This design comes from an exercise in tuning for small area and a short achievable clock period on the open sky130 flow, not from production work. At most, simulation tests tie the RTL to the original design; equivalence was not proved. For run 7, only the layout was checked, not whether the RTL still works. Power is estimated from default activity; no workload was simulated.

==> design.v <==
module packet_identifier #(
    parameter GEN1_PIPEWIDTH = 8,
    parameter GEN2_PIPEWIDTH = 16,
    parameter GEN3_PIPEWIDTH = 32,
    parameter GEN4_PIPEWIDTH = 8,
    parameter GEN5_PIPEWIDTH = 8
)(
    input  [511:0] data_in,
    input  [63:0]  DK,
    input          valid_pd,
    input  [2:0]   gen,
    input          linkup,
    input          clk,
    input          rst,
    input  [4:0]   numberOfDetectedLanes,
    input  [127:0] syncHeader,
    output [511:0] data_out,
    output [63:0]  pl_valid,
    output [63:0]  pl_dlpstart,
    output [63:0]  pl_dlpend,
    output [63:0]  pl_tlpstart,
    output [63:0]  pl_tlpedb,
    output [63:0]  pl_tlpend,
    output         w
);
assign data_out = data_in;
assign w = valid_pd & linkup;
wire m12 = (gen == 3'd1) | (gen == 3'd2);
reg [2:0] lb;    
reg       bnz;   
reg [2:0] ln;    
always @* begin
    bnz = 1'b1;
    case (gen)
        3'd1: lb = 3'd0;
        3'd2: lb = 3'd1;
        3'd3: lb = 3'd2;
        3'd4: lb = 3'd0;
        3'd5: lb = 3'd0;
        default: begin lb = 3'd0; bnz = 1'b0; end
    endcase
    case (numberOfDetectedLanes)
        5'b00001: ln = 3'd0;
        5'b00010: ln = 3'd1;
        5'b00100: ln = 3'd2;
        5'b01000: ln = 3'd3;
        default:  ln = 3'd4;
    endcase
end
wire [2:0] lv = lb + ln;   
wire [6:0] vseg;
assign vseg[0] = bnz;
assign vseg[1] = bnz & (lv >= 3'd1);
assign vseg[2] = bnz & (lv >= 3'd2);
assign vseg[3] = bnz & (lv >= 3'd3);
assign vseg[4] = bnz & (lv >= 3'd4);
assign vseg[5] = bnz & (lv >= 3'd5);
assign vseg[6] = bnz & (lv >= 3'd6);
reg       act_q, ty_q, hd_q, s1_q;
reg [1:0] lo_q;
reg [4:0] h_q;
reg [5:0] hx_q;
wire [64:0] act, ty, hd, s1, pend, z;           
wire [1:0]  lo [0:64];
wire [4:0]  h  [0:64];
wire [63:0] act_n, ty_n, hd_n, s1_n, pend_n, z_n;   
wire [1:0]  lo_n [0:63];
wire [4:0]  h_n  [0:63];
wire [4:0]  h_a  [0:63];
wire [63:0] b1ev;
assign act[0]  = act_q;
assign ty[0]   = ty_q;
assign hd[0]   = hd_q;
assign s1[0]   = s1_q;
assign lo[0]   = lo_q;
assign h[0]    = h_q;
assign pend[0] = 1'b0;
assign z[0]    = (h_q == 5'd0);
genvar i;
generate
    for (i = 0; i < 64; i = i + 1) begin : g_byte
        localparam integer SEG = (i == 0) ? 0 : (i < 2) ? 1 : (i < 4) ? 2 : (i < 8) ? 3 :
                                 (i < 16) ? 4 : (i < 32) ? 5 : 6;
        check_byte cb (
            .d(data_in[8*i +: 8]),
            .q(vseg[SEG] & m12),
            .p(vseg[SEG] & ~m12 & syncHeader[2*i+1] & ~syncHeader[2*i]),
            .dk(DK[i]),
            .act(act[i]), .ty(ty[i]), .hd(hd[i]), .s1(s1[i]),
            .lo(lo[i]), .h(h[i]), .pend(pend[i]), .z(z[i]),
            .act_o(act_n[i]), .ty_o(ty_n[i]), .hd_o(hd_n[i]), .s1_o(s1_n[i]),
            .lo_o(lo_n[i]), .h_o(h_n[i]), .h_a(h_a[i]), .pend_o(pend_n[i]), .z_o(z_n[i]),
            .tlpstart(pl_tlpstart[i]), .dlpstart(pl_dlpstart[i]), .tlpend(pl_tlpend[i]),
            .tlpedb(pl_tlpedb[i]), .dlpend(pl_dlpend[i]), .valid(pl_valid[i]),
            .b1(b1ev[i])
        );
        assign act[i+1] = act_n[i];
        assign ty[i+1]  = ty_n[i];
        assign hd[i+1]  = hd_n[i];
        assign s1[i+1]  = s1_n[i];
        assign lo[i+1]  = lo_n[i];
        if (i % 4 == 3) begin : g_sync
            wire [4:0] hm = h_n[i] - 5'd1;
            assign h[i+1]    = pend_n[i] ? hm : h_n[i];
            assign pend[i+1] = 1'b0;
            assign z[i+1]    = act[i] & (pend_n[i] ? (h_a[i] == 5'd1) : (h_a[i] == 5'd0));
        end else begin : g_pass
            assign h[i+1]    = h_n[i];
            assign pend[i+1] = pend_n[i];
            assign z[i+1]    = z_n[i];
        end
    end
endgenerate
reg [5:0] hsel;
integer kk;
always @* begin
    hsel = 6'd0;
    for (kk = 0; kk < 64; kk = kk + 1)
        hsel = hsel | ({6{b1ev[kk]}} & data_in[8*kk +: 6]);
end
wire anyb1 = |b1ev;
wire [5:0] hx_pre = anyb1 ? ((hsel == 6'd0) ? 6'd0 : hsel - 6'd1) : hx_q;
wire       norm = act[64] & ~hd[64] & ty[64] & ~h[64][4] & (hx_pre != 6'd0);
always @(posedge clk) begin
    if (!rst) begin
        act_q <= 1'b0;
        ty_q  <= 1'b0;
        hd_q  <= 1'b0;
        s1_q  <= 1'b0;
        lo_q  <= 2'd0;
        h_q   <= 5'd0;
        hx_q  <= 6'd0;
    end else begin
        act_q <= act[64];
        ty_q  <= ty[64];
        hd_q  <= hd[64];
        s1_q  <= s1[64];
        lo_q  <= lo[64];
        h_q   <= {h[64][4] | norm, h[64][3:0]};
        hx_q  <= norm ? hx_pre - 6'd1 : hx_pre;
    end
end
endmodule
module check_byte(
    input  [7:0] d,
    input        q,         
    input        p,         
    input        dk,        
    input        act, ty, hd, s1,
    input  [1:0] lo,
    input  [4:0] h,
    input        pend, z,
    output       act_o, ty_o, hd_o, s1_o,
    output [1:0] lo_o,
    output [4:0] h_o,
    output [4:0] h_a,       
    output       pend_o, z_o,
    output       tlpstart, dlpstart, tlpend, tlpedb, dlpend, valid,
    output       b1
);
    wire k  = q & dk;
    wire dt = q & ~dk;
    wire hiF  = &d[7:4];
    wire isFB = hiF & (d[3:0] == 4'hB);
    wire isFD = hiF & (d[3:0] == 4'hD);
    wire isFE = hiF & (d[3:0] == 4'hE);
    wire isF0 = hiF & (d[3:0] == 4'h0);
    wire is5C = (d == 8'h5C);
    wire is53 = (d == 8'h53);
    wire isxF = &d[3:0];
    wire isC0 = (d == 8'hC0);
    wire kFB = k & isFB;
    wire k5C = k & is5C;
    wire kFD = k & isFD;
    wire kFE = k & isFE;
    wire l0   = (lo == 2'd0);
    wire zb   = p & l0 & z;                
    wire bor  = p & l0 & ~z;               
    assign b1 = p & hd & (lo == 2'd3);     
    wire tst  = p & hd & (lo == 2'd1);     
    wire hlz  = ~(|d[5:0]);                
    wire sdp2 = p & s1 & is53;             
    wire fin  = act & zb;
    assign act_o  = act ? ~(kFD | kFE | zb) : (kFB | k5C | (p & (s1 ? is53 : isxF)));
    assign lo_o   = act ? lo - {1'b0, p} : {~s1, ~s1};
    assign h_a    = b1 ? {~hlz, h[3:0]} : h;
    assign h_o    = act ? h_a : (s1 ? 5'd2 : {1'b1, d[7:4]});
    assign pend_o = act & (pend | bor);
    assign z_o    = act & (b1 ? (hlz & (h[3:0] == 4'd0)) : z);
    assign hd_o   = act ? (hd & ~tst) : (p & ~s1 & isxF);
    assign ty_o   = act ? (kFB | (ty & ~k5C)) : (kFB | (p & ~s1));
    assign s1_o   = ~act & (s1 ? ~(p & is53) : (p & isF0));
    assign tlpstart = kFB | tst;
    assign dlpstart = k5C | sdp2;
    assign tlpend   = act & ((kFD & ty) | (zb & ty & ~isC0));
    assign tlpedb   = kFE | (fin & ty & isC0);
    assign dlpend   = act & ((kFD & ~ty) | (zb & ~ty));
    assign valid    = act & (dt | (p & ~hd & ~zb));
endmodule
==> flow/run.sh <==
#!/bin/bash
# Own layout flow: the standard flow (standard.sh) with
#  - the standard flow's synthesis script, but an area-oriented ABC mapping script (flow/area.abc),
#    no full-adder extraction and no buffers on pass-through wires;
#  - sky130_fd_sc_hd__buf_1 as the buffer on every input and output port.
# Each tool's output goes to the ORFS logs under orfs/logs; make's output to flow_make.log.
set -euo pipefail
W=$(pwd)
# the ORFS synthesis script, with the ABC arguments re-pointed at our script
sed -e 's|^source \$::env(SCRIPTS_DIR)/synth_preamble.tcl$|&\nset abc_args [list -script '"$W"'/flow/area.abc {*}$lib_args {*}$lib_dont_use_args]|' \
    "$FLOW_HOME/scripts/synth.tcl" > "$W/synth_own_orfs.tcl"
grep -q "flow/area.abc" "$W/synth_own_orfs.tcl"
# The standard flow's synthesis wrapper, sourcing the patched script
sed -e "s|source \$::env(SCRIPTS_DIR)/synth.tcl|source $W/synth_own_orfs.tcl|" \
    "$W/synth_recipe.tcl" > "$W/synth_own.tcl"
grep -q "synth_own_orfs.tcl" "$W/synth_own.tcl"
bash "$W/standard.sh" \
    SYNTH_SCRIPT="$W/synth_own.tcl" \
    SYNTH_INSBUF=0 \
    SETUP_SLACK_MARGIN=238 \
    ADDER_MAP_FILE= \
    "BUFFER_PORTS_ARGS=-buffer_cell sky130_fd_sc_hd__buf_1" \
    finish > "$W/flow_make.log" 2>&1
test -s "$W/out/final.def"
==> flow/area.abc <==
strash
&get -n
&st
&syn2
&dch -f
&nf -R 1000
&put
==> standard.sh <==
#!/bin/bash
# synth_recipe.tcl (not shown) runs the flow's synth.tcl, then flattens the netlist and writes it again
# the make line also repeats each setting of config.mk as NAME=value (left out here)
make -C /OpenROAD-flow-scripts/flow DESIGN_CONFIG=/design/flow/config.mk WORK_HOME=/design/flow/orfs CLKGATE_MAP_FILE= SYNTH_SCRIPT=/design/flow/synth_recipe.tcl "${@:-finish}"
==> config.mk <==
export PLATFORM = sky130hd
export DESIGN_NAME = packet_identifier
export DESIGN_NICKNAME = packet_identifier
export VERILOG_FILES = /design/flow/design.v
export SDC_FILE = /design/flow/constraint.sdc
export NUM_CORES = 4
export LEC_CHECK = 0
export ABC_AREA = 1
export CAP_MARGIN = 20
export CELL_PAD_IN_SITES_DETAIL_PLACEMENT = 2
export CELL_PAD_IN_SITES_GLOBAL_PLACEMENT = 2
export CORE_AREA = 4 4 1116 116
export DIE_AREA = 0 0 1120 120
export PLACE_DENSITY = 0.4
export SLEW_MARGIN = 20
export TNS_END_PERCENT = 0
==> constraint.sdc <==
create_clock -name core_clock -period 500.0 [get_ports {clk}]
set_input_delay 100.0000 -clock core_clock [delete_from_list [all_inputs] [get_ports {clk}]]
set_output_delay 100.0000 -clock core_clock [all_outputs]
set_load 0.01 [all_outputs]
==> flow_summary.toml, run 1 <==
[pwr]
p_per_area_nw_per_um2 = 1.49
p_int_uw = 17.1
p_seq_share_pct = 3.5
p_switching_uw = 36.3
sw_frac_of_total_pct = 68.0
p_clk_share_pct = 3.1
combPwrFrac_pct = 93.4
vdd_drop_max_uv = 1.02
p_leak_uw = 0.0105

[global_route]
grt_first_pass_wirelength_mm = 287
grt_max_degree = 33
grt_pass1_vias = 47200
antenna_found_initial = 3
track_usage_pct = 26.1
grt-ovfl-total = 0

[detailed_routing]
first_pass_iters = 7
vias = 46000
drt_iter0_markers = 2881
wirelength_mm = 190
drcViolationCount = 0
wl_per_cell_um = 23.2
drtAntennaViolNets = 0
via_per_inst = 5.61

[critical_path]
end_kind = "output pin"
startpoint_type = "primary input"
path_max_fanout = 24
cpMaxStageDelayCell = "a21boi_0"
critPathKind = "primary input to output pin"
startpoint = "gen[1]"
cp_num_buf_inv = 22
r2r_start = "h_q[0]"
cpPeakStageDelay_ns = 0.68
critPathRequiredTime_ns = 400.00
cp.arrival_ns = 156.55
crit_family = "simple AND/OR/NAND/NOR gates"

[yosys]
yosys_warnings = 1
synth-edff-count = 0
synth_area_um2 = 26800
yosysTopAreaCell = "nand2_1"
syn_nets = 5565
syn_inst = 4849
yosys.area.top_type_share_pct = 12.2
ys_seq_area_share_pct = 1.27
yosysUniqueCellTypes = 65
synth_area_leaders = "nand2_1, nor2_1, nor3_1, o21ai_0, a21oi_1"
synth_top_flop_cell = "dfxtp_1"
ys_seq_elements = 17
syn_avg_cell_area_um2 = 5.52
async_flop_share_pct = 0

[floorplanning]
core_um2 = 121000
die_h_um = 120
initial_core_util_pct = 22.1
die_x_mm = 1.12
num_rows = 40
ios = 1613
die_area_um2 = 134000

[job]
cap_violations = 0

[clock_network]
cts_tree = "built"
cts_hold_buf = 0
root_buffer = "clkbuf_16"
path_clk_slew_ns = 0.05
cts_max_level = 1
cts_inserted_buffers = 3
cts_max_path_buffers = 2
cts_num_sinks = 17
clk_latency_ns = 0.25

[placed_design]
place.gp.congestion = 0.916
dpl.cell_count = 8195
detailed_place_hpwl_mm = 164
io_buffer_count = 1580

[timing]
slew_viol_final = 0
fin_crit_ns = 256.55
setup_violations = 0
fin_worst_skew_ns = 0.00265
setup_tns_ns = 0
fmax_ghz = 0.00390
worstMarginPinSlew_ns = 0.997
fin_crit_sh_pct = 51.3
rsz0062_at_grt = "no"
relSlewSlack_pct = 33.5
hold_viol = 0

[min_path]
hold_class = "register to register"
min-delay-start = "hx_q[1]"

[cells_and_area]
fin_util_pct = 29.6
fin_cells = 8204
drive_above_1_share_pct = 2.39
fillers = 15900
synthToLayoutAreaGrowth_pct = 33.8
nNetsFinal = 7239

[outcome]
status = "no timing/DRC/antenna violations"
==> tightest hold or removal path, cell delays in order, from the launching register on <==
cell and delay, ns:
dfxtp_1 0.30, a22o_1 0.17, a21oi_1 0.07
==> registers in the layout, summed over array words and instances, names as in the netlist <==
signal,cells
act_q,1
lo_q,2
ty_q,1
hx_q,6
hd_q,1
s1_q,1
h_q,5
==> cell usage in the layout (no fill, tap or decap), drive strengths merged, types with 19 or more instances in the layout <==
cell    Yosys  routed
xnor2     117     117
mux2i      25      25
nor4       93      93
o211ai     26      26
or2        84      84
o21a       26      26
a21o       22      22
or4        89      89
a22o       26      26
xor2       31      31
o31ai      64      64
nand2b     78      78
a31oi      65      65
and2       75      75
a22oi     100     100
a221o     136     136
nand4     153     153
o31a       19      19
nor2      764     764
o22ai      39      39
nor3      377     377
nor3b      88      88
nor2b      27      27
or3        68      68
nand2     872     872
and3       61      61
a21oi     284     284
clkinv    166     166
a221oi     24      24
a211oi     28      28
nand3b     35      35
o21ai     295     295
buf         0    1669
nand3     280     280
nor4b      20      20
==> cell families (layout without fill, tap and decap cells) <==
logic type / count (synthesis) / after routing / synth area share, %
other: 0 / 2 / 0
adder cells (fa/ha/maj): 2 / 2 / 0.0747
buffers and inverters: 166 / 1839 / 2.33
XOR/XNOR: 148 / 148 / 4.84
AO/OA/AOI/OAI: 1301 / 1301 / 32.9
multiplexers: 32 / 32 / 1.23
AND/OR/NAND/NOR: 3183 / 3183 / 57.4
flip-flops: 17 / 17 / 1.27
==> per-layer routing <==
metal  up-vias  share of wire (%)  track usage [%]
met1     23100                 50             38.2
met5         -             0.0053                0
met2       955                 46             43.7
met4         2               0.62             1.92
li1      21900                  -                -
met3        74                4.3             1.75
==> cell type report <==
| type | instances | area, um^2 | area share, % |
|---|---|---|---|
| multi-input combinational | 4666 | 26100 | 72.8 |
| timing repair buffer | 1669 | 6600 | 18.4 |
| tap | 1680 | 2100 | 5.86 |
| inverter | 166 | 627 | 1.75 |
| sequential | 17 | 340 | 0.949 |
| clock buffer | 3 | 75.1 | 0.209 |
| clock inverter | 1 | 5.00 | 0.0140 |
| antenna | 2 | 5.00 | 0.0140 |
==> power by group through the flow <==
stage          logic [uW]  clock network, uW  registers (uW)
2_1_floorplan        26.7                  0            1.78
3_3_place_gp         46.9                  0            1.89
3_5_place_dp         48.3                  0            1.90
4_1_cts              48.6               1.66            1.88
5_1_grt              54.5               1.72            1.92
6_report             49.8               1.65            1.88
==> stage by stage <==
stage                     instance area, um^2  hold slack [ns]  total power (uW)  setup slack, ns
after floorplan                         26800            0.533              28.5           246.39
after global placement                  35500            0.570              48.8           240.34
after detailed placement                35500            0.585              50.2           237.99
after CTS                               35600            0.597              52.2           238.37
after global routing                    35800            0.643              58.1           237.98
final                                   35900            0.588              53.3           243.45
==> path summary, 6_finish.rpt <==
kind | to | slack, ns | cells after the start
max | pl_tlpend[63] | 243.45 | 226
min | hx_q[1] | 0.59 | 2
max reg2reg | hx_q[3] | 441.06 | 237
min reg2reg | hx_q[1] | 0.59 | 2
==> Yosys cell counts, drive strengths merged, types with 8 or more instances <==
| library cell | n |
|---|---|
| nor2b | 27 |
| o21ai | 295 |
| a21boi | 14 |
| o32ai | 18 |
| a211o | 8 |
| nor4b | 20 |
| o32a | 14 |
| a2111oi | 12 |
| or3 | 68 |
| mux2i | 25 |
| or4 | 89 |
| a221oi | 24 |
| a31oi | 65 |
| a31o | 8 |
| xnor2 | 117 |
| dfxtp | 17 |
| nand2b | 78 |
| a21oi | 284 |
| a22o | 26 |
| and2 | 75 |
| and4 | 10 |
| nand3b | 35 |
| o22ai | 39 |
| nor2 | 764 |
| or2 | 84 |
| o31ai | 64 |
| nand4 | 153 |
| o211ai | 26 |
| a21o | 22 |
| nand3 | 280 |
| o21a | 26 |
| a22oi | 100 |
| nor3 | 377 |
| and3 | 61 |
| clkinv | 166 |
| nor4 | 93 |
| nand2 | 872 |
| xor2 | 31 |
| a211oi | 28 |
| a221o | 136 |
| nor3b | 88 |
| a32oi | 14 |
| o31a | 19 |
| o21bai | 8 |
==> timing repair <==
| action | CTS | global route |
|---|---|---|
| gates resized for setup | 3 | 69 |
| pin swaps | 0 | 2 |
| setup endpoints to repair | 4 | 41 |
| gates cloned | 0 | 0 |
| hold endpoints to repair | 0 | 0 |
| setup buffers | 0 | 3 |
==> run 2: changes to the inputs <==
--- a/flow/run.sh
+++ b/flow/run.sh
@@ -17,7 +17,7 @@
 bash "$W/standard.sh" \
     SYNTH_SCRIPT="$W/synth_own.tcl" \
     SYNTH_INSBUF=0 \
-    SETUP_SLACK_MARGIN=238 \
+    SETUP_SLACK_MARGIN=246 \
     ADDER_MAP_FILE= \
     "BUFFER_PORTS_ARGS=-buffer_cell sky130_fd_sc_hd__buf_1" \
     finish > "$W/flow_make.log" 2>&1
==> run 2 against run 1 <==
Sequential share of layout area hardly changed. Cell area is 2.9% higher. Synthesized area is the same. Die area stayed put. Sequential power about the same. Utilization grew 0.85 points. Critical path depth rose by 3. Clock power about the same. Flip-flop and latch count unchanged. Largest cell class unchanged. Highest routed layer unchanged.
==> flow_summary.toml, run 2 <==
[timing]
rsz0062_at_grt = "no"
fmax_ghz = 0.00400
fin_crit_sh_pct = 49.9
hold_viol = 0
fin_crit_ns = 249.74
worstMarginPinSlew_ns = 0.998
setup_tns_ns = 0
setup_violations = 0
fin_worst_skew_ns = 0.00117
slew_viol_final = 0
relSlewSlack_pct = 32.8

[critical_path]
critPathKind = "primary input to output pin"
cpMaxStageDelayCell = "a31oi_1"
path_max_fanout = 24
end_kind = "output pin"
critPathRequiredTime_ns = 400.00
startpoint = "gen[2]"
worstReg2RegEnd = "hx_q[3]"
r2r_start = "h_q[0]"
rrSetupSlack_ns = 447.71
rr_worst_depth = 240
cp_num_buf_inv = 24
crit_top_cell = "nand2_1"
cp.arrival_ns = 149.74
startpoint_type = "primary input"
crit_family = "simple AND/OR/NAND/NOR gates"
cpPeakStageDelay_ns = 0.68
path_depth = 229
crit_path_end = "pl_valid[63]"

[floorplanning]
ios = 1613
die_h_um = 120
core_um2 = 121000
die_x_mm = 1.12
initial_core_util_pct = 22.1
die_area_um2 = 134000
num_rows = 40

[outcome]
status = "no timing/DRC/antenna violations"

[placed_design]
place.gp.congestion = 0.916
io_buffer_count = 1580
detailed_place_hpwl_mm = 164

[clock_network]
cts_tree = "built"
cts_hold_buf = 0
cts_num_sinks = 17
path_clk_slew_ns = 0.05
cts_inserted_buffers = 3
cts_max_level = 1
clk_latency_ns = 0.25
root_buffer = "clkbuf_16"
cts_max_path_buffers = 2

[yosys]
synth-edff-count = 0
syn_nets = 5565
ys_seq_elements = 17
yosys-top-cells-count = "nand2_1, nor2_1, nor3_1"
synth_compound_area_share_pct = 32.9
syn_inst = 4849
synth_top_flop_cell = "dfxtp_1"
synth_area_um2 = 26800
yosys.area_share.adder_pct = 0.0747
synth_area_leaders = "nand2_1, nor2_1, nor3_1, o21ai_0, a21oi_1"
yosysTopAreaCell = "nand2_1"
synthSimpleGateAreaFrac_pct = 57.4
syn_avg_cell_area_um2 = 5.52
async_flop_share_pct = 0
synthMuxAreaShare_pct = 1.23
synthXorXnorAreaFrac_pct = 4.84
yosys.area.top_type_share_pct = 12.2
ys_seq_area_share_pct = 1.27
yosysMostFrequentCell = "nand2_1"
yosys_warnings = 1
synth_top_family_by_area = "simple AND/OR/NAND/NOR gates"
yosysUniqueCellTypes = 65

[global_route]
met2_usage_pct = 44.0
antenna_found_initial = 3
grt_pass1_vias = 47300
use_met1_pct = 38.3
grt_first_pass_wirelength_mm = 288
track_usage_pct = 26.2
grt-ovfl-total = 0
use_met3_pct = 1.65
busiest_layer = "met2"
grt_max_degree = 33

[pwr]
vdd_drop_max_uv = 1.02
p_switching_uw = 37.4
p_leak_uw = 0.0108
sw_frac_of_total_pct = 67.3
p_seq_share_pct = 3.4
p_per_area_nw_per_um2 = 1.51
p_int_uw = 18.1
combPwrFrac_pct = 93.7
p_clk_share_pct = 2.9

[cells_and_area]
multi_input_area_um2 = 27000
drive_above_1_share_pct = 5.18
top_regs = "hx_q: 6 flops, h_q: 5 flops, lo_q: 2 flops"
ff_latch_area_um2 = 340
mostFrequentLayoutCells = "buf_1, nand2_1, nor2_1, nor3_1, nand3_1"
fin_util_pct = 30.5
nNetsFinal = 7259
largest_reg_flops = 6
regMostFlops = "hx_q"
synthToLayoutAreaGrowth_pct = 37.7
fillers = 15800
layout_commonest_cell = "buf_1"

[detailed_routing]
drtAntennaViolNets = 0
drcViolationCount = 0
drt_iter0_markers = 3041
via_per_inst = 5.61
wl_per_cell_um = 23.2
first_pass_iters = 6
wirelength_mm = 191
vias = 46100

[job]
cap_violations = 0

[min_path]
hold_class = "register to register"
[run 2: cell count changes in the layout (fill, tap and decap cells not counted), sizes merged]
| cell | previous run | this run |
|---|---|---|
| buf | 1669 | 1687 |
| a31o | 8 | 9 |
| clkbuf | 3 | 4 |
| clkinv | 166 | 165 |
| clkinvlp | 1 | 2 |
[run 2: per-layer routing]
layer  share of wire, %  wire, um  vias to the layer above
met5             0.0052        10                        -
li1                   -         -                    21900
met4               0.68      1300                        2
met3                4.2      8050                       85
met2                 46     87300                      940
met1                 49     94300                    23200
[run 2: power groups by stage]
| stage | Combinational, uW | Clock [uW] | Sequential [uW] |
|---|---|---|---|
| 2_1_floorplan | 26.7 | 0 | 1.78 |
| 3_3_place_gp | 46.9 | 0 | 1.89 |
| 3_5_place_dp | 48.3 | 0 | 1.90 |
| 4_1_cts | 49.5 | 1.66 | 1.88 |
| 5_1_grt | 56.7 | 1.72 | 1.93 |
| 6_report | 52.1 | 1.63 | 1.90 |
[run 2: tightest hold or removal path: cells and delay by family, from the launching register on]
| family | cells | cell delay (ns) |
|---|---|---|
| compound gates | 2 | 0.24 |
| flops | 1 | 0.30 |
[run 2: layout make-up]
cell class / count / area share, %
Multi-Input combinational cell: 4667 / 73.1
Timing Repair Buffer: 1688 / 18.3
Tap cell: 1680 / 5.70
Inverter: 166 / 1.71
Sequential cell: 17 / 0.923
Clock buffer: 3 / 0.204
Clock inverter: 1 / 0.0136
Antenna cell: 2 / 0.0136
[run 2: worst min path at each step]
stage                        from  endpoint  slack, ns  cells past startpoint
after floorplan           hx_q[1]   hx_q[1]       0.53                      2
after global routing      hx_q[1]   hx_q[1]       0.64                      2
final                     hx_q[1]   hx_q[1]       0.59                      2
after CTS                 hx_q[1]   hx_q[1]       0.60                      2
after global placement    hx_q[1]   hx_q[1]       0.57                      2
after detailed placement  hx_q[1]   hx_q[1]       0.58                      2
[run 2: metrics by stage]
step           cell area (um^2)  cells  hold slack (ns)  setup WS [ns]  total power (uW)
2_1_floorplan             26800   4849            0.533         246.39              28.5
3_3_place_gp              35500   8195            0.570         240.34              48.8
3_5_place_dp              35500   8195            0.585         237.99              50.2
4_1_cts                   36000   8207            0.597         246.18              53.0
5_1_grt                   36900   8222            0.643         245.90              60.4
6_report                  36900   8224            0.588         250.26              55.6
[run 2: kinds of logic after synthesis]
| family | after synthesis |
|---|---|
| fa+ha+maj | 2 |
| mux | 32 |
| flops | 17 |
| xor+xnor | 148 |
| simple gates | 3183 |
| buf+inv | 166 |
| compound gates | 1301 |
[run 2: repair_timing]
item                       4_1_cts  5_1_grt
setup buffers                    8       14
hold endpoints to repair         0        0
cloned                           0        1
pin swaps                        6        7
gates resized for setup        112      218
setup endpoints to repair       52       42
==> run 3: changes to the inputs <==
--- a/flow/run.sh
+++ b/flow/run.sh
@@ -17,7 +17,7 @@
 bash "$W/standard.sh" \
     SYNTH_SCRIPT="$W/synth_own.tcl" \
     SYNTH_INSBUF=0 \
-    SETUP_SLACK_MARGIN=246 \
+    SETUP_SLACK_MARGIN=238 \
     ADDER_MAP_FILE= \
     "BUFFER_PORTS_ARGS=-buffer_cell sky130_fd_sc_hd__buf_1" \
     finish > "$W/flow_make.log" 2>&1
--- a/config.mk
+++ b/config.mk
@@ -9,8 +9,8 @@
 export CAP_MARGIN = 20
 export CELL_PAD_IN_SITES_DETAIL_PLACEMENT = 2
 export CELL_PAD_IN_SITES_GLOBAL_PLACEMENT = 2
-export CORE_AREA = 4 4 1116 116
-export DIE_AREA = 0 0 1120 120
+export CORE_AREA = 4 4 1196 96
+export DIE_AREA = 0 0 1200 100
 export PLACE_DENSITY = 0.4
 export SLEW_MARGIN = 20
 export TNS_END_PERCENT = 0
==> run 3 against run 2 <==
Largest cell class unchanged. First-iteration DRC count rose by 47%. Critical path depth grew 4. Cell area down 3.4%. Utilization up 2.8 points. Register-to-register slack got worse by 8.5 ns. Synthesized area is the same. Power is 0.27% lower. Hold slack gained 0.045 ns. Worst setup slack got worse by 8.1 ns. Clock skew is 0.00083 ns higher.
==> flow_summary.toml, run 3 <==
[outcome]
status = "no timing/DRC/antenna violations"

[yosys]
async_flop_share_pct = 0
synth_area_um2 = 26800
synth_area_leaders = "nand2_1, nor2_1, nor3_1, o21ai_0, a21oi_1"
yosysTopAreaCell = "nand2_1"
yosys_warnings = 1
syn_avg_cell_area_um2 = 5.52
yosys.area.top_type_share_pct = 12.2
syn_inst = 4849
yosysUniqueCellTypes = 65
synth-edff-count = 0
synth_top_flop_cell = "dfxtp_1"
ys_seq_elements = 17
ys_seq_area_share_pct = 1.27
yosys-top-cells-count = "nand2_1, nor2_1, nor3_1"
yosysMostFrequentCell = "nand2_1"
syn_nets = 5565

[timing]
slew_viol_final = 0
setup_tns_ns = 0
fin_crit_sh_pct = 51.6
fin_crit_ns = 257.85
fmax_ghz = 0.00388
worstMarginPinSlew_ns = 1.10
fin_worst_skew_ns = 0.00200
setup_violations = 0
rsz0062_at_grt = "no"
hold_viol = 0
relSlewSlack_pct = 26.1

[detailed_routing]
vias = 47900
drt_iter0_markers = 4462
drcViolationCount = 0
wl_per_cell_um = 25.5
wirelength_mm = 204
drtAntennaViolNets = 0
via_per_inst = 5.97
first_pass_iters = 5

[global_route]
grt-ovfl-total = 0
grt_pass1_vias = 47400
track_usage_pct = 31.5
grt_first_pass_wirelength_mm = 301
met2_usage_pct = 49.9
use_met1_pct = 48.0
busiest_layer = "met2"
antenna_found_initial = 3
use_met3_pct = 2.66
grt_max_degree = 26

[cells_and_area]
nNetsFinal = 7229
regMostFlops = "hx_q"
synthToLayoutAreaGrowth_pct = 33.0
mostFrequentLayoutCells = "buf_1, nand2_1, nor2_1, nor3_1, o21ai_0"
drive_above_1_share_pct = 2.47
multi_input_area_um2 = 26200
top_regs = "hx_q: 6 flops, h_q: 5 flops, lo_q: 2 flops"
ff_latch_area_um2 = 340
num_antenna_cells = 0
fillers = 14200
largest_reg_flops = 6
layout_commonest_cell = "buf_1"

[critical_path]
startpoint_type = "primary input"
worstReg2RegEnd = "hx_q[3]"
critPathKind = "primary input to output pin"
cpMaxStageDelayCell = "or4_1"
crit_top_cell = "nand2_1"
rrSetupSlack_ns = 439.19
cpPeakStageDelay_ns = 0.58
critPathRequiredTime_ns = 400.00
rr_worst_depth = 240
cp.arrival_ns = 157.85
r2r_start = "h_q[0]"
end_kind = "output pin"
path_max_fanout = 24

[clock_network]
cts_num_sinks = 17
cts_max_level = 1
cts_max_path_buffers = 2
root_buffer = "clkbuf_16"
cts_hold_buf = 0
path_clk_slew_ns = 0.05
clk_latency_ns = 0.25
cts_tree = "built"
cts_inserted_buffers = 3

[min_path]
hold_depth = 2
min-delay-start = "hx_q[1]"
hold_end = "hx_q[1]"
hold_class = "register to register"

[pwr]
power_uw = 55.4
vdd_drop_max_uv = 0.731
p_leak_uw = 0.0105
p_per_area_nw_per_um2 = 1.56

[floorplanning]
die_x_mm = 1.20
ios = 1613
initial_core_util_pct = 25.0
core_um2 = 107000
die_area_um2 = 120000
num_rows = 33
die_h_um = 100

[placed_design]
io_buffer_count = 1580
detailed_place_hpwl_mm = 176
place.gp.congestion = 0.978

[job]
cap_violations = 0
## run 3: final cells by class
class / instances / share of cell area (%)
inverter: 166 / 1.76
sequential: 17 / 0.955
timing repair buffer: 1659 / 18.3
tap: 1505 / 5.29
multi-input combinational: 4666 / 73.4
clock buffer: 4 / 0.221
## run 3: repair_timing
action                                 CTS  global route
pin swaps                                0             1
endpoints found under the hold margin    0             0
resized for setup                       13            86
setup buffers                            0             1
setup endpoints to repair               15            41
## run 3: cell families (layout without fill, tap and decap cells)
group / Yosys count / in the layout / synth area share (%)
fa+ha+maj: 2 / 2 / 0.0747
simple gates: 3183 / 3183 / 57.4
xor+xnor: 148 / 148 / 4.84
compound gates: 1301 / 1301 / 32.9
buf+inv: 166 / 1829 / 2.33
flops: 17 / 17 / 1.27
mux: 32 / 32 / 1.23
## run 3: where the power goes
group	total, uW	internal (uW)	switching [uW]
combinational	51.8	14.4	37.4
sequential	2.04	1.62	0.426
clock	1.59	1.08	0.506
total	55.4	17.1	38.3
## run 3: how the worst max path moves through the flow
stage                                         from            end  slack (ns)  cells after the start
final                                       gen[1]  pl_dlpend[63]      242.15                    233
after global placement                      gen[1]   pl_valid[63]      237.93                    217
after CTS                                   gen[1]   pl_valid[63]      238.00                    219
after global routing                        gen[1]  pl_dlpend[63]      237.93                    239
after detailed placement                    gen[1]   pl_valid[63]      235.76                    216
after floorplan           numberOfDetectedLanes[0]  pl_tlpedb[63]      246.39                    190
## run 3: layer usage
layer	wire (um)	vias up
met3	13700	104
met5	12	-
met2	88500	1604
met1	100000	24300
li1	-	21900
met4	1470	2
## run 3: metrics by stage
stage                     std cells  cell area [um^2]  setup WS, ns  utilization (%)  hold slack, ns
final                          8017             35600        242.15             33.3           0.633
after global routing           8017             35600        237.93             33.3           0.638
after CTS                      8016             35300        238.00             33.0           0.627
after detailed placement       8012             35200        235.76             32.9           0.595
after global placement         8012             35200        237.93             32.9           0.575
after floorplan                4849             26800        246.39                -           0.533
## run 3: worst max-delay path: cells and delay by family
family                    cells  cell delay, ns
AOI/OAI and AO/OA            74           19.90
and+or+nand+nor             128           31.34
muxes                         1            0.36
xor gates and xnor gates      4            0.88
buffers and inverters        26            5.16
==> run 4: changes to the inputs <==
--- a/flow/run.sh
+++ b/flow/run.sh
@@ -2,7 +2,9 @@
 # Own layout flow: the standard flow (standard.sh) with
 #  - the standard flow's synthesis script, but an area-oriented ABC mapping script (flow/area.abc),
 #    no full-adder extraction and no buffers on pass-through wires;
-#  - sky130_fd_sc_hd__buf_1 as the buffer on every input and output port.
+#  - sky130_fd_sc_hd__buf_1 as the buffer on every input and output port;
+#  - timing repair aiming at 250 ns of setup slack (SETUP_SLACK_MARGIN), which
+#    shortens the input-to-output paths through the byte chain.
 # Each tool's output goes to the ORFS logs under orfs/logs; make's output to flow_make.log.
 set -euo pipefail
 W=$(pwd)
@@ -17,7 +19,7 @@
 bash "$W/standard.sh" \
     SYNTH_SCRIPT="$W/synth_own.tcl" \
     SYNTH_INSBUF=0 \
-    SETUP_SLACK_MARGIN=238 \
+    SETUP_SLACK_MARGIN=250 \
     ADDER_MAP_FILE= \
     "BUFFER_PORTS_ARGS=-buffer_cell sky130_fd_sc_hd__buf_1" \
     finish > "$W/flow_make.log" 2>&1
==> flow/area.abc (replaced) <==
strash
&get -n
&st
&dch -f
&nf -R 1000 -a
&put
&get -n
&st
&dch -f
&nf -R 1000 -a
&put
--- a/config.mk
+++ b/config.mk
@@ -9,8 +9,8 @@
 export CAP_MARGIN = 20
 export CELL_PAD_IN_SITES_DETAIL_PLACEMENT = 2
 export CELL_PAD_IN_SITES_GLOBAL_PLACEMENT = 2
-export CORE_AREA = 4 4 1196 96
-export DIE_AREA = 0 0 1200 100
+export CORE_AREA = 4 4 1116 116
+export DIE_AREA = 0 0 1120 120
 export PLACE_DENSITY = 0.4
 export SLEW_MARGIN = 20
 export TNS_END_PERCENT = 0
==> run 4 against run 3 <==
Largest power group unchanged. Still clean on timing, DRC and antenna. Synthesized area shrank 3.0%. Sequential share of layout area is 0.078 points lower. Fmax increased by 4.4%. Clock skew grew 0.0022 ns. Largest cell class unchanged. Cell count grew 1.6%. Utilization down 1.2 points. Die area up 12%.
==> flow_summary.toml, run 4 <==
[critical_path]
rrSetupSlack_ns = 450.31
startpoint_type = "primary input"
critPathRequiredTime_ns = 400.00
cp.arrival_ns = 147.04
path_max_fanout = 22
cpMaxStageDelayCell = "nor4_2"
critPathKind = "primary input to output pin"
end_kind = "output pin"
rr_worst_depth = 251
r2r_start = "h_q[0]"
cpPeakStageDelay_ns = 0.56
crit_top_cell = "nand2_1"
worstReg2RegEnd = "hx_q[1]"

[yosys]
syn_nets = 5354
async_flop_share_pct = 0
synthMuxAreaShare_pct = 0.660
synth_compound_area_share_pct = 32.4
syn_avg_cell_area_um2 = 5.60
yosys.area_share.adder_pct = 0
synth-edff-count = 0
synth_area_leaders = "nand2_1, nor2_1, nor3_1, a21oi_1, o21ai_0"
synthXorXnorAreaFrac_pct = 5.06
yosysUniqueCellTypes = 63
synth_top_family_by_area = "simple AND/OR/NAND/NOR gates"
yosys-top-cells-count = "nand2_1, nor2_1, nor3_1"
synthSimpleGateAreaFrac_pct = 58.5
synth_top_flop_cell = "dfxtp_1"
syn_inst = 4638
yosysMostFrequentCell = "nand2_1"
ys_seq_elements = 17
yosysTopAreaCell = "nand2_1"
synth_area_um2 = 26000
yosys_warnings = 1
yosys.area.top_type_share_pct = 10.9
ys_seq_area_share_pct = 1.31

[global_route]
grt_pass1_vias = 46700
grt_max_degree = 28
track_usage_pct = 26.1
grt_first_pass_wirelength_mm = 286
antenna_found_initial = 6
grt-ovfl-total = 0

[cells_and_area]
fillers = 15600
nNetsFinal = 7182
mostFrequentLayoutCells = "buf_1, nand2_1, nor2_1, nor3_1, nand3_1"
fin_util_pct = 32.1
layout_commonest_cell = "buf_1"
drive_above_1_share_pct = 10.9
largest_reg_flops = 6
top_regs = "hx_q: 6 flops, h_q: 5 flops, lo_q: 2 flops"
regMostFlops = "hx_q"
final_cell_area_um2 = 38800
synthToLayoutAreaGrowth_pct = 49.2

[clock_network]
root_buffer = "clkbuf_16"
cts_max_level = 1
cts_max_path_buffers = 2
cts_hold_buf = 0
cts_tree = "built"
path_clk_slew_ns = 0.05
cts_inserted_buffers = 3
cts_num_sinks = 17
clk_latency_ns = 0.25

[detailed_routing]
via_per_inst = 5.60
first_pass_iters = 6
drcViolationCount = 0
drtAntennaViolNets = 0
vias = 45700
wl_per_cell_um = 23.7
wirelength_mm = 193
drt_iter0_markers = 3348

[min_path]
hold_depth = 4
min-delay-start = "hx_q[2]"
hold_end = "hx_q[2]"
hold_class = "register to register"

[timing]
slew_viol_final = 0
fmax_ghz = 0.00405
relSlewSlack_pct = 33.1
worstMarginPinSlew_ns = 1.00
fin_worst_skew_ns = 0.00423
setup_tns_ns = 0
hold_viol = 0
fin_crit_sh_pct = 49.4
rsz0062_at_grt = "no"
setup_violations = 0
fin_crit_ns = 247.04

[pwr]
p_per_area_nw_per_um2 = 1.92
vdd_drop_max_uv = 1.47
p_leak_uw = 0.0120

[placed_design]
placed_cell_area_um2 = 34600
io_buffer_count = 1580
place.gp.congestion = 0.905
detailed_place_hpwl_mm = 161

[floorplanning]
die_h_um = 120
initial_core_util_pct = 21.5
num_rows = 40
core_um2 = 121000
die_area_um2 = 134000
ios = 1613
die_x_mm = 1.12

[job]
cap_violations = 0

[outcome]
status = "no timing/DRC/antenna violations"
-- run 4: cell types whose count changed in the layout (fill, tap and decap cells not counted), moves of 40 or more --
cell	delta
o21ai_0	-81
nor2_1	-111
nor2_4	+44
nand2_1	-118
nor3b_1	-46
a21oi_1	-62
nor3_1	-105
nor3_4	+40
buf_4	+150
-- run 4: layout make-up --
cell class | count | area (um^2) | area share (%)
repair buffers | 1817 | 7770 | 20.0
multi-input cells | 4478 | 27900 | 71.9
clock inverters | 1 | 7.51 | 0.0194
flip-flops and latches | 17 | 340 | 0.878
diodes | 2 | 5.00 | 0.0129
inverters | 149 | 578 | 1.49
well taps | 1680 | 2100 | 5.42
clock buffers | 3 | 75.1 | 0.194
-- run 4: critical path, delay by kind of cell --
kind	cells	cell delay (ns)
AOI/OAI and AO/OA	73	12.79
buffers and inverters	33	5.22
and+or+nand+nor	134	28.19
xor gates and xnor gates	1	0.17
muxes	2	0.39
-- run 4: repair_timing --
item                       in CTS  in global routing
gates resized for setup       400                307
gates cloned                    2                  4
setup endpoints to repair     102                 46
pin swaps                      38                 75
buffers inserted               58                121
-- run 4: worst max-delay path by stage --
stage                                   startpoint            end  slack (ns)  cells after the start
after detailed placement  numberOfDetectedLanes[0]  pl_tlpend[63]      234.56                    215
after floorplan           numberOfDetectedLanes[0]  pl_tlpend[63]      250.04                    209
after global placement    numberOfDetectedLanes[0]   pl_valid[63]      236.62                    215
after CTS                 numberOfDetectedLanes[0]   pl_valid[63]      250.02                    253
final                                       gen[2]  pl_tlpend[63]      252.97                    243
after global routing                        gen[2]  pl_tlpend[63]      249.45                    260
-- run 4: through the flow --
stage | total power, uW | hold slack [ns] | setup WS (ns) | std cells
finish | 74.5 | 0.620 | 252.97 | 8147
global route | 80.0 | 0.660 | 249.45 | 8146
CTS | 67.8 | 0.618 | 250.02 | 8020
detailed placement | 61.2 | 0.613 | 234.56 | 7956
global placement | 59.8 | 0.573 | 236.62 | 7956
floorplan | 35.5 | 0.542 | 250.04 | 4638
-- run 4: logic make-up (layout without fill, tap and decap cells) --
logic type / after synthesis / count (layout)
xor+xnor: 150 / 150
other cells: 0 / 2
buf+inv: 149 / 1970
mux: 17 / 17
compound gates: 1231 / 1232
flops: 17 / 17
simple gates: 3074 / 3079
-- run 4: where the power goes --
part / switching, uW / total [uW] / internal [uW]
logic: 47.4 / 70.5 / 23.1
clock network: 0.608 / 1.69 / 1.08
registers: 0.629 / 2.33 / 1.70
total: 48.6 / 74.5 / 25.9
-- run 4: routing by layer --
| layer | vias to the layer above | wire length, um | part of all wire [%] | global-route usage (%) |
|---|---|---|---|---|
| li1 | 21500 | - | - | - |
| met1 | 23200 | 94600 | 49 | 37.8 |
| met2 | 891 | 90200 | 47 | 45.1 |
| met3 | 75 | 7110 | 3.7 | 0.783 |
| met4 | 2 | 833 | 0.43 | 1.31 |
| met5 | - | 13 | 0.0067 | 0 |
==> run 5: changes to the inputs <==
--- a/flow/run.sh
+++ b/flow/run.sh
@@ -3,7 +3,7 @@
 #  - the standard flow's synthesis script, but an area-oriented ABC mapping script (flow/area.abc),
 #    no full-adder extraction and no buffers on pass-through wires;
 #  - sky130_fd_sc_hd__buf_1 as the buffer on every input and output port;
-#  - timing repair aiming at 250 ns of setup slack (SETUP_SLACK_MARGIN), which
+#  - timing repair aiming at 238 ns of setup slack (SETUP_SLACK_MARGIN), which
 #    shortens the input-to-output paths through the byte chain.
 # Each tool's output goes to the ORFS logs under orfs/logs; make's output to flow_make.log.
 set -euo pipefail
@@ -19,7 +19,7 @@
 bash "$W/standard.sh" \
     SYNTH_SCRIPT="$W/synth_own.tcl" \
     SYNTH_INSBUF=0 \
-    SETUP_SLACK_MARGIN=250 \
+    SETUP_SLACK_MARGIN=238 \
     ADDER_MAP_FILE= \
     "BUFFER_PORTS_ARGS=-buffer_cell sky130_fd_sc_hd__buf_1" \
     finish > "$W/flow_make.log" 2>&1
==> run 5 against run 4 <==
Register-to-register slack got worse by 9.1 ns. Synthesized cell count unchanged. Non-clock buffer count decreased by 157. Routed wire length decreased by 3.4%. Power decreased by 12%. Cell count decreased by 2.0%. Highest routed layer is now met4.
==> flow_summary.toml, run 5 <==
[floorplanning]
core_um2 = 121000
die_h_um = 120
die_area_um2 = 134000
die_x_mm = 1.12
ios = 1613
num_rows = 40
initial_core_util_pct = 21.5

[yosys]
syn_avg_cell_area_um2 = 5.60
syn_inst = 4638
synth_area_leaders = "nand2_1, nor2_1, nor3_1, a21oi_1, o21ai_0"
ys_seq_elements = 17
synth_area_um2 = 26000
yosys-top-cells-count = "nand2_1, nor2_1, nor3_1"
synth-edff-count = 0
yosysUniqueCellTypes = 63
yosysMostFrequentCell = "nand2_1"
yosysTopAreaCell = "nand2_1"
async_flop_share_pct = 0
yosys.area.top_type_share_pct = 10.9
yosys_warnings = 1
syn_nets = 5354
ys_seq_area_share_pct = 1.31
synth_top_flop_cell = "dfxtp_1"

[clock_network]
cts_max_level = 1
cts_tree = "built"
cts_max_path_buffers = 2
cts_num_sinks = 17
cts_hold_buf = 0
root_buffer = "clkbuf_16"
path_clk_slew_ns = 0.05
clk_latency_ns = 0.25
cts_inserted_buffers = 3

[timing]
setup_violations = 0
fin_crit_sh_pct = 51.3
hold_viol = 0
fin_crit_ns = 256.57
fin_worst_skew_ns = 0.00537
worstMarginPinSlew_ns = 1.08
fmax_ghz = 0.00390
slew_viol_final = 0
rsz0062_at_grt = "no"
setup_tns_ns = 0
relSlewSlack_pct = 27.1

[cells_and_area]
layout_commonest_cell = "buf_1"
regMostFlops = "hx_q"
nNetsFinal = 7019
synthToLayoutAreaGrowth_pct = 35.4
top_regs = "hx_q: 6 flops, h_q: 5 flops, lo_q: 2 flops"
num_antenna_cells = 0
mostFrequentLayoutCells = "buf_1, nand2_1, nor2_1, nor3_1, a21oi_1"
fin_util_pct = 29.1
largest_reg_flops = 6
drive_above_1_share_pct = 2.87

[outcome]
status = "no timing/DRC/antenna violations"

[min_path]
hold_class = "register to register"
hold_depth = 3
min-delay-start = "hx_q[4]"
hold_end = "hx_q[4]"

[job]
cap_violations = 0

[critical_path]
worstReg2RegEnd = "hx_q[1]"
cpPeakStageDelay_ns = 0.61
rrSetupSlack_ns = 441.24
path_max_fanout = 20
r2r_start = "lo_q[0]"
critPathRequiredTime_ns = 400.00
cpMaxStageDelayCell = "nor2_1"
critPathKind = "primary input to output pin"
cp.arrival_ns = 156.57
startpoint_type = "primary input"
end_kind = "output pin"
rr_worst_depth = 253
crit_top_cell = "nand2_1"

[detailed_routing]
drtAntennaViolNets = 0
drt_iter0_markers = 3078
via_per_inst = 5.58
vias = 44600
wl_per_cell_um = 23.3
first_pass_iters = 8
wirelength_mm = 186
drcViolationCount = 0

[global_route]
grt-ovfl-total = 0
antenna_found_initial = 6
grt_pass1_vias = 45500
track_usage_pct = 25.6
grt_max_degree = 26
grt_first_pass_wirelength_mm = 281

[pwr]
p_per_area_nw_per_um2 = 1.85
p_leak_uw = 0.0106
power_uw = 65.2
vdd_drop_max_uv = 1.34

[placed_design]
io_buffer_count = 1580
place.gp.congestion = 0.907
detailed_place_hpwl_mm = 161
## run 5: worst max path at each step
| stage | endpoint | slack [ns] | from |
|---|---|---|---|
| floorplan | pl_tlpend[63] | 246.04 | gen[2] |
| detailed placement | pl_valid[63] | 236.34 | numberOfDetectedLanes[0] |
| global placement | pl_valid[63] | 238.16 | numberOfDetectedLanes[0] |
| CTS | pl_valid[63] | 238.12 | numberOfDetectedLanes[0] |
| finish | pl_tlpend[63] | 243.43 | numberOfDetectedLanes[0] |
| global route | pl_tlpend[63] | 237.99 | numberOfDetectedLanes[0] |
## run 5: per-stage QoR
step | setup slack (ns) | hold WS (ns) | cells | cell area, um^2
after global placement | 238.16 | 0.569 | 7974 | 34600
after detailed placement | 236.34 | 0.580 | 7974 | 34600
after floorplan | 246.04 | 0.542 | 4638 | 26000
after global routing | 237.99 | 0.637 | 7982 | 35200
final | 243.43 | 0.592 | 7982 | 35200
after CTS | 238.12 | 0.592 | 7978 | 34800
## run 5: what timing repair did
action,4_1_cts,5_1_grt
pin swaps,0,3
gates resized for setup,13,108
buffers inserted,0,3
endpoints found under the setup margin,16,47
## run 5: area by class of cell
cell class,count,area (um^2)
sequential,17,340
fill,15900,85800
clock inverter,1,7.51
multi-input combinational,4472,25600
clock buffer,3,75.1
inverter,149,559
tap,1680,2100
timing repair buffer,1660,6530
## run 5: kinds of logic after synthesis
logic type / after synthesis / share of synthesized area (%)
buf+inv: 149 / 2.15
mux: 17 / 0.660
compound gates: 1231 / 32.4
flops: 17 / 1.31
xor+xnor: 150 / 5.06
simple gates: 3074 / 58.5
## run 5: worst max-delay path, delay by kind of cell
| family | cells | cell delay (ns) |
|---|---|---|
| AO/OA/AOI/OAI | 66 | 15.78 |
| XOR/XNOR | 4 | 0.66 |
| buffers and inverters | 29 | 5.42 |
| multiplexers | 2 | 0.52 |
| AND/OR/NAND/NOR | 141 | 33.99 |
## run 5: where the power goes
| group | total (uW) | switching [uW] | internal, uW |
|---|---|---|---|
| sequential | 2.45 | 0.745 | 1.70 |
| combinational | 61.1 | 42.8 | 18.3 |
| clock | 1.67 | 0.589 | 1.08 |
| total | 65.2 | 44.1 | 21.1 |
## run 5: layer usage
layer,global-route usage (%),vias up,wire [um]
met4,1.61,0,1070
met1,37.2,22500,92100
met2,43.5,848,85900
met3,1.48,67,7150
met5,0,-,0
li1,-,21200,-
==> run 6: changes to the inputs <==
--- a/config.mk
+++ b/config.mk
@@ -7,8 +7,8 @@
 export LEC_CHECK = 0
 export ABC_AREA = 1
 export CAP_MARGIN = 20
-export CELL_PAD_IN_SITES_DETAIL_PLACEMENT = 2
-export CELL_PAD_IN_SITES_GLOBAL_PLACEMENT = 2
+export CELL_PAD_IN_SITES_DETAIL_PLACEMENT = 0
+export CELL_PAD_IN_SITES_GLOBAL_PLACEMENT = 0
 export CORE_AREA = 4 4 1116 116
 export DIE_AREA = 0 0 1120 120
 export PLACE_DENSITY = 0.4
==> run 6 against run 5 <==
Cell count about the same. Utilization shrank 0.18 points. Critical path depth decreased by 2. Die area unchanged. Clock skew shrank 0.0020 ns. Fmax down 0.24%. Power shrank 3.7%. Cell area fell by 0.61%. Non-clock buffer count is the same. First-iteration DRC count up 110%. Largest power group unchanged.
==> flow_summary.toml, run 6 <==
[placed_design]
dp_slack_ns = 239.15
place.gp.congestion = 1.00
io_buffer_count = 1580
detailed_place_hpwl_mm = 176

[critical_path]
crit_top_cell = "nor2_1"
critPathRequiredTime_ns = 400.00
cpPeakStageDelay_ns = 0.77
cp.arrival_ns = 157.19
startpoint_type = "primary input"
cpMaxStageDelayCell = "nor4_1"
end_kind = "output pin"
path_max_fanout = 22
rr_worst_depth = 250
critPathKind = "primary input to output pin"

[floorplanning]
num_rows = 40
initial_core_util_pct = 21.5
die_x_mm = 1.12
die_area_um2 = 134000
die_h_um = 120
ios = 1613
core_um2 = 121000

[yosys]
async_flop_share_pct = 0
syn_nets = 5354
yosys.area.top_type_share_pct = 10.9
yosysMostFrequentCell = "nand2_1"
ys_seq_elements = 17
yosysTopAreaCell = "nand2_1"
synth_area_um2 = 26000
synth_compound_area_share_pct = 32.4
synth-edff-count = 0
yosysUniqueCellTypes = 63
syn_avg_cell_area_um2 = 5.60
syn_inst = 4638
yosys_warnings = 1
synth_area_leaders = "nand2_1, nor2_1, nor3_1, a21oi_1, o21ai_0"
synthMuxAreaShare_pct = 0.660
ys_seq_area_share_pct = 1.31
synth_top_family_by_area = "simple AND/OR/NAND/NOR gates"
yosys.area_share.adder_pct = 0
yosys-top-cells-count = "nand2_1, nor2_1, nor3_1"
synthSimpleGateAreaFrac_pct = 58.5
synthXorXnorAreaFrac_pct = 5.06
synth_top_flop_cell = "dfxtp_1"

[timing]
setup_tns_ns = 0
setup_violations = 0
fin_worst_skew_ns = 0.00334
relSlewSlack_pct = 32.4
hold_slack_ns = 0.606
fin_crit_sh_pct = 51.4
hold_viol = 0
fin_crit_ns = 257.19
rsz0062_at_grt = "no"
worstMarginPinSlew_ns = 1.00
fin_ws_ns = 242.81
fmax_ghz = 0.00389
slew_viol_final = 0

[global_route]
track_usage_pct = 27.7
grt-ovfl-total = 0
grt_max_degree = 25
grt_first_pass_wirelength_mm = 286
antenna_found_initial = 26
grt_pass1_vias = 39700

[outcome]
status = "no timing/DRC/antenna violations"

[detailed_routing]
via_per_inst = 5.83
wirelength_mm = 203
vias = 46500
route.met3.wl_mm = 23.8
first_pass_iters = 8
dr_wl_met2_mm = 76.3
top_layer = "met5"
drt_iter0_markers = 6462
drcViolationCount = 0
wl_met1_mm = 101
drtAntennaViolNets = 0
wl_per_cell_um = 25.4

[min_path]
hold_depth = 3
hold_class = "register to register"

[clock_network]
cts_max_path_buffers = 2
path_clk_slew_ns = 0.05
root_buffer = "clkbuf_16"
cts_tree = "built"
clk_latency_ns = 0.26
cts_hold_buf = 0
cts_max_level = 1
post-cts-setup-buffer-count = 0
cts_inserted_buffers = 3
cts_num_sinks = 17
post_cts_resized = 0

[cells_and_area]
fillers = 14300
largest_reg_flops = 6
layout_commonest_cell = "buf_1"
drive_above_1_share_pct = 2.30
top_regs = "hx_q: 6 flops, h_q: 5 flops, lo_q: 2 flops"
synthToLayoutAreaGrowth_pct = 34.6
fin_util_pct = 28.9
regMostFlops = "hx_q"
mostFrequentLayoutCells = "buf_1, nand2_1, nor2_1, nor3_1, a21oi_1"
nNetsFinal = 7019

[job]
cap_violations = 0

[pwr]
vdd_drop_max_uv = 1.30
power_uw = 62.8
p_per_area_nw_per_um2 = 1.80
p_leak_uw = 0.0105
## run 6: cell count changes in the layout (fill, tap and decap cells not counted), moves of 4 or more
cell / before / now
a21oi_1: 260 / 267
a21oi_2: 12 / 6
and2_0: 75 / 79
and2_1: 6 / 2
diode_2: 0 / 5
nor2_1: 700 / 709
nor2_2: 23 / 18
nor2_4: 9 / 5
nor3_1: 305 / 314
nor3_2: 18 / 13
nor3_4: 5 / 1
## run 6: path summary, 6_finish.rpt
path,to,slack (ns),startpoint
setup / recovery,pl_tlpend[63],242.81,numberOfDetectedLanes[0]
hold / removal,hx_q[0],0.61,hx_q[0]
setup reg to reg,hx_q[1],441.29,act_q
hold reg to reg,hx_q[0],0.61,hx_q[0]
## run 6: per-stage QoR
stage               std cells  cell area, um^2
finish                   7987            35000
global route             7982            35000
CTS                      7981            34700
detailed placement       7977            34700
global placement         7977            34700
floorplan                4638            26000
## run 6: metal layers
layer,track usage [%],vias up
li1,-,21200
met1,44.9,22500
met2,36.1,2599
met3,6.89,177
met4,1.85,26
met5,0,-
## run 6: cell type report
cell class                 count  area [um^2]  share of cell area [%]
timing repair buffer        1660         6530                    18.7
multi-input combinational   4472        25300                    72.5
clock inverter                 1         7.51                  0.0215
tap                         1680         2100                    6.01
antenna                        5         12.5                  0.0358
sequential                    17          340                   0.973
clock buffer                   3         75.1                   0.215
inverter                     149          559                    1.60
## run 6: cell families after synthesis
logic type | count (synthesis)
XOR/XNOR | 150
buffers and inverters | 149
AO/OA/AOI/OAI | 1231
flip-flops | 17
multiplexers | 17
AND/OR/NAND/NOR | 3074
## run 6: worst max-delay path, delay by kind of cell
kind / cells / cell delay (ns)
XOR/XNOR: 3 / 0.57
AO/OA/AOI/OAI: 67 / 15.96
multiplexers: 2 / 0.43
AND/OR/NAND/NOR: 140 / 35.43
buffers and inverters: 28 / 4.64
## run 6: report_power, final
part	internal (uW)	total (uW)	switching, uW
sequential	1.71	1.96	0.251
combinational	18.1	59.2	41.0
clock	1.08	1.71	0.628
==> run 7: changes to the inputs <==
--- a/design.v
+++ b/design.v
@@ -160,15 +160,16 @@
 );
     wire k  = q & dk;
     wire dt = q & ~dk;
-    wire hiF  = &d[7:4];
-    wire isFB = hiF & (d[3:0] == 4'hB);
-    wire isFD = hiF & (d[3:0] == 4'hD);
-    wire isFE = hiF & (d[3:0] == 4'hE);
-    wire isF0 = hiF & (d[3:0] == 4'h0);
-    wire is5C = (d == 8'h5C);
-    wire is53 = (d == 8'h53);
-    wire isxF = &d[3:0];
-    wire isC0 = (d == 8'hC0);
+    wire [3:0] hn = d[7:4], ln = d[3:0];
+    wire hiF = (hn == 4'hF), hi5 = (hn == 4'h5), hiC = (hn == 4'hC);
+    wire isFB = hiF & (ln == 4'hB);
+    wire isFD = hiF & (ln == 4'hD);
+    wire isFE = hiF & (ln == 4'hE);
+    wire isF0 = hiF & (ln == 4'h0);
+    wire is5C = hi5 & (ln == 4'hC);
+    wire is53 = hi5 & (ln == 4'h3);
+    wire isxF = (ln == 4'hF);
+    wire isC0 = hiC & (ln == 4'h0);
     wire kFB = k & isFB;
     wire k5C = k & is5C;
     wire kFD = k & isFD;
@@ -192,8 +193,9 @@
     assign s1_o   = ~act & (s1 ? ~(p & is53) : (p & isF0));
     assign tlpstart = kFB | tst;
     assign dlpstart = k5C | sdp2;
-    assign tlpend   = act & ((kFD & ty) | (zb & ty & ~isC0));
+    wire endb = act & (kFD | zb);
+    assign tlpend   = endb & ty & ~(zb & isC0);
     assign tlpedb   = kFE | (fin & ty & isC0);
-    assign dlpend   = act & ((kFD & ~ty) | (zb & ~ty));
-    assign valid    = act & (dt | (p & ~hd & ~zb));
+    assign dlpend   = endb & ~ty;
+    assign valid    = act & ~endb & (dt | (p & ~hd));
 endmodule
--- a/config.mk
+++ b/config.mk
@@ -7,8 +7,8 @@
 export LEC_CHECK = 0
 export ABC_AREA = 1
 export CAP_MARGIN = 20
-export CELL_PAD_IN_SITES_DETAIL_PLACEMENT = 0
-export CELL_PAD_IN_SITES_GLOBAL_PLACEMENT = 0
+export CELL_PAD_IN_SITES_DETAIL_PLACEMENT = 2
+export CELL_PAD_IN_SITES_GLOBAL_PLACEMENT = 2
 export CORE_AREA = 4 4 1116 116
 export DIE_AREA = 0 0 1120 120
 export PLACE_DENSITY = 0.4
==> run 7 against run 6 <==
Worst setup slack improved by 0.39 ns. Power fell by 3.9%. Synthesized cell count shrank 1.1%. Utilization grew 0.16 points. Clock power about the same. Critical path type unchanged. First-iteration DRC count down 53%. Cell area grew 0.57%. Via count decreased by 5.3%.
==> flow_summary.toml, run 7 <==
[yosys]
async_flop_share_pct = 0
syn_inst = 4586
synth_area_leaders = "nand2_1, nor2_1, nor3_1, a21oi_1, o21ai_0"
yosysMostFrequentCell = "nand2_1"
ys_seq_elements = 17
syn_avg_cell_area_um2 = 5.66
ys_seq_area_share_pct = 1.31
yosys.area.top_type_share_pct = 10.0
synth_area_um2 = 25900
synth_top_flop_cell = "dfxtp_1"
synth-edff-count = 0
yosys_warnings = 1
yosys-top-cells-count = "nand2_1, nor2_1, nor3_1"
yosysUniqueCellTypes = 70
yosysTopAreaCell = "nand2_1"
syn_nets = 5302

[critical_path]
end_kind = "output pin"
r2r_start = "act_q"
startpoint = "numberOfDetectedLanes[2]"
cp.arrival_ns = 156.80
rrSetupSlack_ns = 441.40
crit_top_cell = "nor2_1"
cpPeakStageDelay_ns = 0.68
worstReg2RegEnd = "hx_q[2]"
startpoint_type = "primary input"
critPathRequiredTime_ns = 400.00
cpMaxStageDelayCell = "a21boi_0"
rr_worst_depth = 232
path_max_fanout = 21
critPathKind = "primary input to output pin"

[clock_network]
cts_hold_buf = 0
cts_max_path_buffers = 2
cts_inserted_buffers = 3
clk_latency_ns = 0.25
cts_num_sinks = 17
path_clk_slew_ns = 0.06
cts_max_level = 1
root_buffer = "clkbuf_16"
cts_tree = "built"

[pwr]
vdd_drop_max_uv = 1.09
p_per_area_nw_per_um2 = 1.72
p_leak_uw = 0.0105

[global_route]
use_met3_pct = 2.09
met2_usage_pct = 41.6
grt_first_pass_wirelength_mm = 278
grt_max_degree = 23
use_met1_pct = 37.8
grt-ovfl-total = 0
antenna_found_initial = 7
busiest_layer = "met2"
grt_pass1_vias = 44600
track_usage_pct = 25.5

[min_path]
hold_depth = 2
hold_class = "register to register"
min-delay-start = "hx_q[3]"
hold_end = "hx_q[3]"

[timing]
fin_crit_sh_pct = 51.4
slew_viol_final = 0
setup_tns_ns = 0
fin_crit_ns = 256.80
relSlewSlack_pct = 7.96
setup_violations = 0
fin_worst_skew_ns = 0.00245
rsz0062_at_grt = "no"
fmax_ghz = 0.00389
worstMarginPinSlew_ns = 1.37
hold_viol = 0

[outcome]
status = "no timing/DRC/antenna violations"

[detailed_routing]
first_pass_iters = 8
drt_iter0_markers = 3005
via_per_inst = 5.56
wirelength_mm = 186
drtAntennaViolNets = 0
drcViolationCount = 0
wl_per_cell_um = 23.4
vias = 44100

[floorplanning]
die_x_mm = 1.12
ios = 1613
core_um2 = 121000
die_h_um = 120
die_area_um2 = 134000
num_rows = 40
initial_core_util_pct = 21.5

[cells_and_area]
fin_cells = 7924
largest_reg_flops = 6
num_antenna_cells = 0
synthToLayoutAreaGrowth_pct = 35.5
drive_above_1_share_pct = 2.95
regMostFlops = "hx_q"
mostFrequentLayoutCells = "buf_1, nand2_1, nor2_1, nor3_1, a21oi_1"
top_regs = "hx_q: 6 flops, h_q: 5 flops, lo_q: 2 flops"
multi_input_area_um2 = 25600
ff_latch_area_um2 = 340
layout_commonest_cell = "buf_1"
nNetsFinal = 6961
fillers = 15800

[job]
cap_violations = 0

[placed_design]
io_buffer_count = 1580
place.gp.congestion = 0.900
detailed_place_hpwl_mm = 161
dpl.cell_count = 7918
[run 7: layout make-up]
class,instances,share of cell area (%)
clock buffer,3,0.213
timing repair buffer,1654,18.4
sequential,17,0.968
inverter,160,1.71
clock inverter,1,0.0213
tap,1680,5.98
multi-input combinational,4409,72.7
[run 7: timing repair]
action | 4_1_cts | 5_1_grt
resized for setup | 22 | 102
setup buffers | 0 | 2
endpoints found under the setup margin | 24 | 46
pin swaps | 0 | 1
[run 7: how the worst max path moves through the flow]
stage,depth (start not counted),slack (ns),end
finish,232,243.20,pl_valid[63]
global route,244,237.95,pl_valid[63]
CTS,226,238.02,pl_valid[63]
detailed placement,222,234.71,pl_valid[63]
global placement,222,236.74,pl_valid[63]
floorplan,198,245.94,pl_tlpend[63]
[run 7: where the power goes]
part	switching, uW	internal [uW]
Combinational	39.9	16.9
Sequential	0.221	1.67
Clock	0.602	1.08
[run 7: critical path, delay by kind of cell]
| kind | cells | cell delay, ns |
|---|---|---|
| buffers and inverters | 27 | 5.02 |
| AO/OA/AOI/OAI | 77 | 18.75 |
| XOR/XNOR | 3 | 0.82 |
| AND/OR/NAND/NOR | 125 | 32.06 |
[run 7: cell families (layout without fill, tap and decap cells)]
group | Yosys count | count (layout) | share of synthesized area, %
simple gates | 2960 | 2960 | 57.1
compound gates | 1275 | 1275 | 33.3
buf+inv | 160 | 1818 | 2.31
xor+xnor | 149 | 149 | 5.03
mux | 25 | 25 | 0.964
flops | 17 | 17 | 1.31
[run 7: stage by stage]
stage               power [uW]  hold slack (ns)  instance area, um^2  setup WS (ns)  util, %
floorplan                 32.2            0.505                25900         245.94        -
detailed placement        56.6            0.544                34600         234.71     28.6
finish                    60.4            0.549                35200         243.20     29.1
global route              65.6            0.600                35200         237.95     29.1
CTS                       58.8            0.559                34800         238.02     28.7
global placement          55.2            0.523                34600         236.74     28.6
[run 7: layer usage]
layer  vias up  share of wire (%)
li1      21000                  -
met1     22200                 50
met2       796                 45
met3        84                4.2
met4         6               0.65
met5         -              0.017

-- what the ideal ports hide --
No port has a modelled driver above. Below, the same layouts with a new extraction and two added sets of constraints. Step 1 sets driving cells, clkbuf_16 on the clock port and buf_2 on the other inputs (assumed; they add their load-dependent delay and slew). Step 2 moves the port delays by t, midway between the first and last clock arrival at a register: inputs arrive t later, outputs are due t later. That takes back most of the time a late clock gives input paths. Slacks: ideal / step 1 / step 2; pairs: ideal / step 1.
run | t, ns | slack for setup (ns) | cell pins on the clock port's net
run 1 | 0.285 | 243.454 / 243.430 / 243.430 | 1
run 2 | 0.284 | 250.257 / 250.221 / 250.221 | 1
run 3 | 0.274 | 242.150 / 242.095 / 242.095 | 1
run 4 | 0.280 | 252.965 / 252.938 / 252.938 | 1
run 5 | 0.279 | 243.431 / 243.403 / 243.403 | 1
run 6 | 0.297 | 242.810 / 242.781 / 242.781 | 1
run 7 | 0.283 | 243.198 / 243.148 / 243.148 | 1
After both steps every run listed still meets setup and hold. For run 3, which loses most, drivers alone change the setup slack by -0.055 ns; drivers and shift together by -0.055 ns.
